Source: an optimization exercise on an open RTL-to-GDS flow (aim: small area). Production flows keep margins and buffers that such runs may drop.
In this exercise RTL edits were held to simulation tests only and were not proved equivalent to the original.
No activity file was given, so power comes from the tool's default toggle rates. The flow treats the clock pin as an ideal source, which a real chip does not have.

==> run a: inputs <==
## DIV
module DIV(
    input  wire        clk,
    input  wire        reset,
    input  wire        flush,
    input  wire        CE_in,
    input  wire        ex_valid_ns,
    input  wire        wb_allin,
    input  wire [31:0] dividend_in,
    input  wire [31:0] divisor_in,
    input  wire [5:0]  is_op,
    output reg  [31:0] quotient_out,
    output reg  [31:0] remainder_out,
    output reg         CE_out
);
==> flow/config.mk <==
export PLATFORM = sky130hd
export DESIGN_NAME = DIV
export DESIGN_NICKNAME = DIV
export VERILOG_FILES = /design/flow/design.v
export SDC_FILE = /design/flow/constraint.sdc
export NUM_CORES = 4
export LEC_CHECK = 0
export CAP_MARGIN = 20
export CORE_MARGIN = 2
export CORE_UTILIZATION = 50
export CTS_BUF_LIST = sky130_fd_sc_hd__clkbuf_16
export CTS_CLUSTER_DIAMETER = 190
export CTS_CLUSTER_SIZE = 32
export PLACE_DENSITY = 0.85
export SLEW_MARGIN = 20
export SYNTH_HIERARCHICAL = 1
==> flow/constraint.sdc <==
create_clock -name core_clock -period 12.0 [get_ports {clk}]
set_input_delay 2.4000 -clock core_clock [delete_from_list [all_inputs] [get_ports {clk}]]
set_output_delay 2.4000 -clock core_clock [all_outputs]
set_load 0.01 [all_outputs]
standard.sh (not shown) runs the stock make flow with config.mk's settings and CLKGATE_MAP_FILE= SYNTH_SCRIPT=/design/flow/synth_recipe.tcl, a recipe that flattens the netlist after the stock synthesis.
==> flow/flow/run.sh <==
#!/bin/bash
# Standard layout, with the port buffers made from the smallest buffer cell.
set -e
cp standard.sh standard.sh.txt
export BUFFER_PORTS_ARGS="-buffer_cell sky130_fd_sc_hd__buf_1"
bash standard.sh > standard.log 2>&1
==> run b (differences from run a) <==
CORE_UTILIZATION = 60   (was 50)
PLACE_DENSITY = not set   (was 0.85)
==> run c (differences from run a) <==
CORE_UTILIZATION = 60   (was 50)
GPL_ROUTABILITY_DRIVEN = 0   (was not set)
PLACE_DENSITY = 0.7   (was 0.85)
==> run d (differences from run a) <==
CORE_UTILIZATION = 70   (was 50)
CTS_CLUSTER_DIAMETER = 180   (was 190)
CTS_CLUSTER_SIZE = 30   (was 32)
PLACE_DENSITY = not set   (was 0.85)
==> comparison <==
Sequential power is about the same in run a and run d. Final cell count: run d < run c < run b < run a. Synthesized cell count is the same in run a and run b. The lowest power belongs to run a, the highest to run d. Against run d, the register-to-register slack of run c is better by 0.41 ns. Against run a, the global-route usage of run b is higher by 2.9 points.

* * *

==> v3 <==
DIV again, from the RTL that the note above started with.
// DIV
module DIV(
    input  wire        clk,
    input  wire        reset,
    input  wire        flush,
    input  wire        CE_in,
    input  wire        ex_valid_ns,
    input  wire        wb_allin,
    input  wire [31:0] dividend_in,
    input  wire [31:0] divisor_in,
    input  wire [5:0]  is_op,
    output reg  [31:0] quotient_out,
    output reg  [31:0] remainder_out,
    output reg         CE_out
);
    wire clr = ~reset | flush;
    wire hs  = ex_valid_ns & wb_allin;
    reg [4:0] age;
    always @(posedge clk)
        if (clr) age <= 5'd0;
        else if (!age[4]) age <= age + 5'd1;
    reg [16:1] ce_d;
    always @(posedge clk) begin
        if (clr) begin
            ce_d <= 16'd0;
            CE_out <= 1'b0;
        end else begin
            ce_d[1] <= CE_in;
            ce_d[16:2] <= hs ? 15'd0 : ce_d[15:1];
            CE_out <= hs ? 1'b0 : ce_d[16];
        end
    end
    wire sgn = (is_op == 6'h0a);
    wire nn  = sgn & dividend_in[31];
    wire nd  = sgn & divisor_in[31];
    wire [31:0] an = nn ? -dividend_in : dividend_in;
    wire [31:0] ad = nd ? -divisor_in : divisor_in;
    wire [31:0] adm = ad ^ 32'haaaaaaaa;
    wire nq0 = nn ^ nd;
    wire nr0 = nn;
    reg [31:0] a_s1;
    reg [31:0] d_s1;
    reg nq_s1, nr_s1;
    always @(posedge clk) begin
        a_s1 <= an;
        d_s1 <= adm;
        nq_s1 <= nq0;
        nr_s1 <= nr0;
    end
    reg [31:0] a_s2;
    reg [31:0] d_s2;
    reg nq_s2, nr_s2;
    always @(posedge clk) begin
        a_s2 <= a_s1;
        d_s2 <= d_s1;
        nq_s2 <= nq_s1;
        nr_s2 <= nr_s1;
    end
    reg [31:0] a_s3;
    reg [31:0] d_s3;
    reg nq_s3, nr_s3;
    always @(posedge clk) begin
  ...
export LEC_CHECK = 0
export CAP_MARGIN = 20
export CORE_MARGIN = 2
export CORE_UTILIZATION = 45
export CTS_BUF_LIST = sky130_fd_sc_hd__clkbuf_16
export CTS_CLUSTER_DIAMETER = 190
export CTS_CLUSTER_SIZE = 32
export PLACE_DENSITY = 0.9
export SLEW_MARGIN = 20
export SYNTH_HIERARCHICAL = 1
create_clock -name core_clock -period 12.0 [get_ports {clk}]
Scripts as last shown in full above: flow/flow/run.sh
==> v18: changes against v3 <==
- CAP_MARGIN: 20 -> 0
- CORE_UTILIZATION: 45 -> 60
- PLACE_DENSITY: 0.9 -> not set
- SLEW_MARGIN: 20 -> 0
==> v27: changes against v3 <==
- CORE_UTILIZATION: 45 -> 55
- PLACE_DENSITY: 0.9 -> 0.8
==> results.txt <==
Area after synthesis is the same in v27 and v3. Global-route usage, highest first: v18, v27, v3. In clock-buffer cell count, v18 and v27 do not differ. First-iteration DRC count: v27 > v3 > v18. Clock power is about the same in v27 and v3. In sequential power, v18 and v27 hardly differ. Against v27, the core utilization of v3 is lower by 11 points. Against v27, the setup slack of v18 is higher by 280 ps. Flip-flop and latch count is the same in v3 and v18. Final area, highest first: v3, v18, v27. Against v18, the sequential share of layout area of v27 is higher by 0.082 points.
==> figures <==
Final Power: v27 9.038 mW; v3 9.090 mW; v18 9.070 mW
# Post-CTS Setup Buffers: v27 0; v3 2; v18 0
Capture point of the worst path: v27 r_s15[24]; v3 r_s14[1]; v18 r_s14[27]
Net count reported at finish: v27 4611; v3 4618; v18 4643
Final design area excluding fillers: v27 56570 um^2; v3 56910 um^2; v18 56680 um^2
Run status: v27 timing/DRC/antenna clean; v3 timing/DRC/antenna clean; v18 timing/DRC/antenna clean
Weighted congestion reported at the end of routability-driven placement: v27 0.8079; v3 0.7907; v18 0.8073
Diode count: v27 0; v3 0; v18 1
Clock network power consumption: v27 2.04 mW; v3 2.05 mW; v18 2.04 mW
Met2 Use GR: v27 0.3067; v3 0.2579; v18 0.3367
Clock period minus worst slack: v27 11420 ps; v3 11320 ps; v18 11140 ps
Crit Reg-Reg Startpoint: v27 r_s14[0]; v3 d_s13[1]; v18 r_s13[0]
PwrDens: v27 159.8 nW/um^2; v3 159.7 nW/um^2; v18 160.0 nW/um^2
Clock input transition at the sequential cells of the worst setup and hold paths: v27 110 ps; v3 120 ps; v18 110 ps
Detailed-routed wire length on met3: v27 1.792 mm; v3 1.842 mm; v18 1.908 mm
Path depth of the worst reg2reg path: v27 64; v3 59; v18 60
Peak ir drop on the vdd network: v27 0.0001365 V; v3 0.0001182 V; v18 0.0001388 V
Number of combinational gates with multiple inputs: v27 2734; v3 2734; v18 2733
Ratio of cells with drive above 1 in the final layout: v27 0.06008; v3 0.05998; v18 0.06494
Leakage component of the power: v27 22.11 nW; v3 22.14 nW; v18 22.29 nW
Share of the final layout cell area in multi-input gates: v27 0.4238; v3 0.4210; v18 0.4224
Max stage delay on crit path: v27 380 ps; v3 400 ps; v18 390 ps
Worst hold path endpoint: v27 a_s2[21]; v3 nq_s10; v18 a_s4[8]

-- port drivers added, routing unchanged --
The flow's constraints put no driver on any port. The routed layouts listed below were extracted and timed again, unchanged, in two steps.
Step 1, drivers: a clkbuf_16 drives clk and a buf_2 each remaining input, both assumed.
Step 2 moves the port delays by t, midway between the first and last clock arrival at a register: inputs arrive t later, outputs are due t later. That takes back most of the time a late clock gives input paths.
Three values: no drivers, after step 1, after step 2; two values: the first two.
run	shift t [ns]	slack for setup (ns)	worst data-port slew with drivers (ns)
run a	0.710	0.443 / 0.443 / 0.443	0.04
run b	0.705	0.856 / 0.856 / 0.856	0.06
run c	0.710	0.895 / 0.895 / 0.895	0.07
run d	0.712	0.480 / 0.480 / 0.480	0.05
v3	0.729	0.680 / 0.680 / 0.680	0.04
v18	0.705	0.856 / 0.856 / 0.856	0.06
v27	0.702	0.580 / 0.580 / 0.580	0.04
After both steps setup and hold are still met in every run listed.
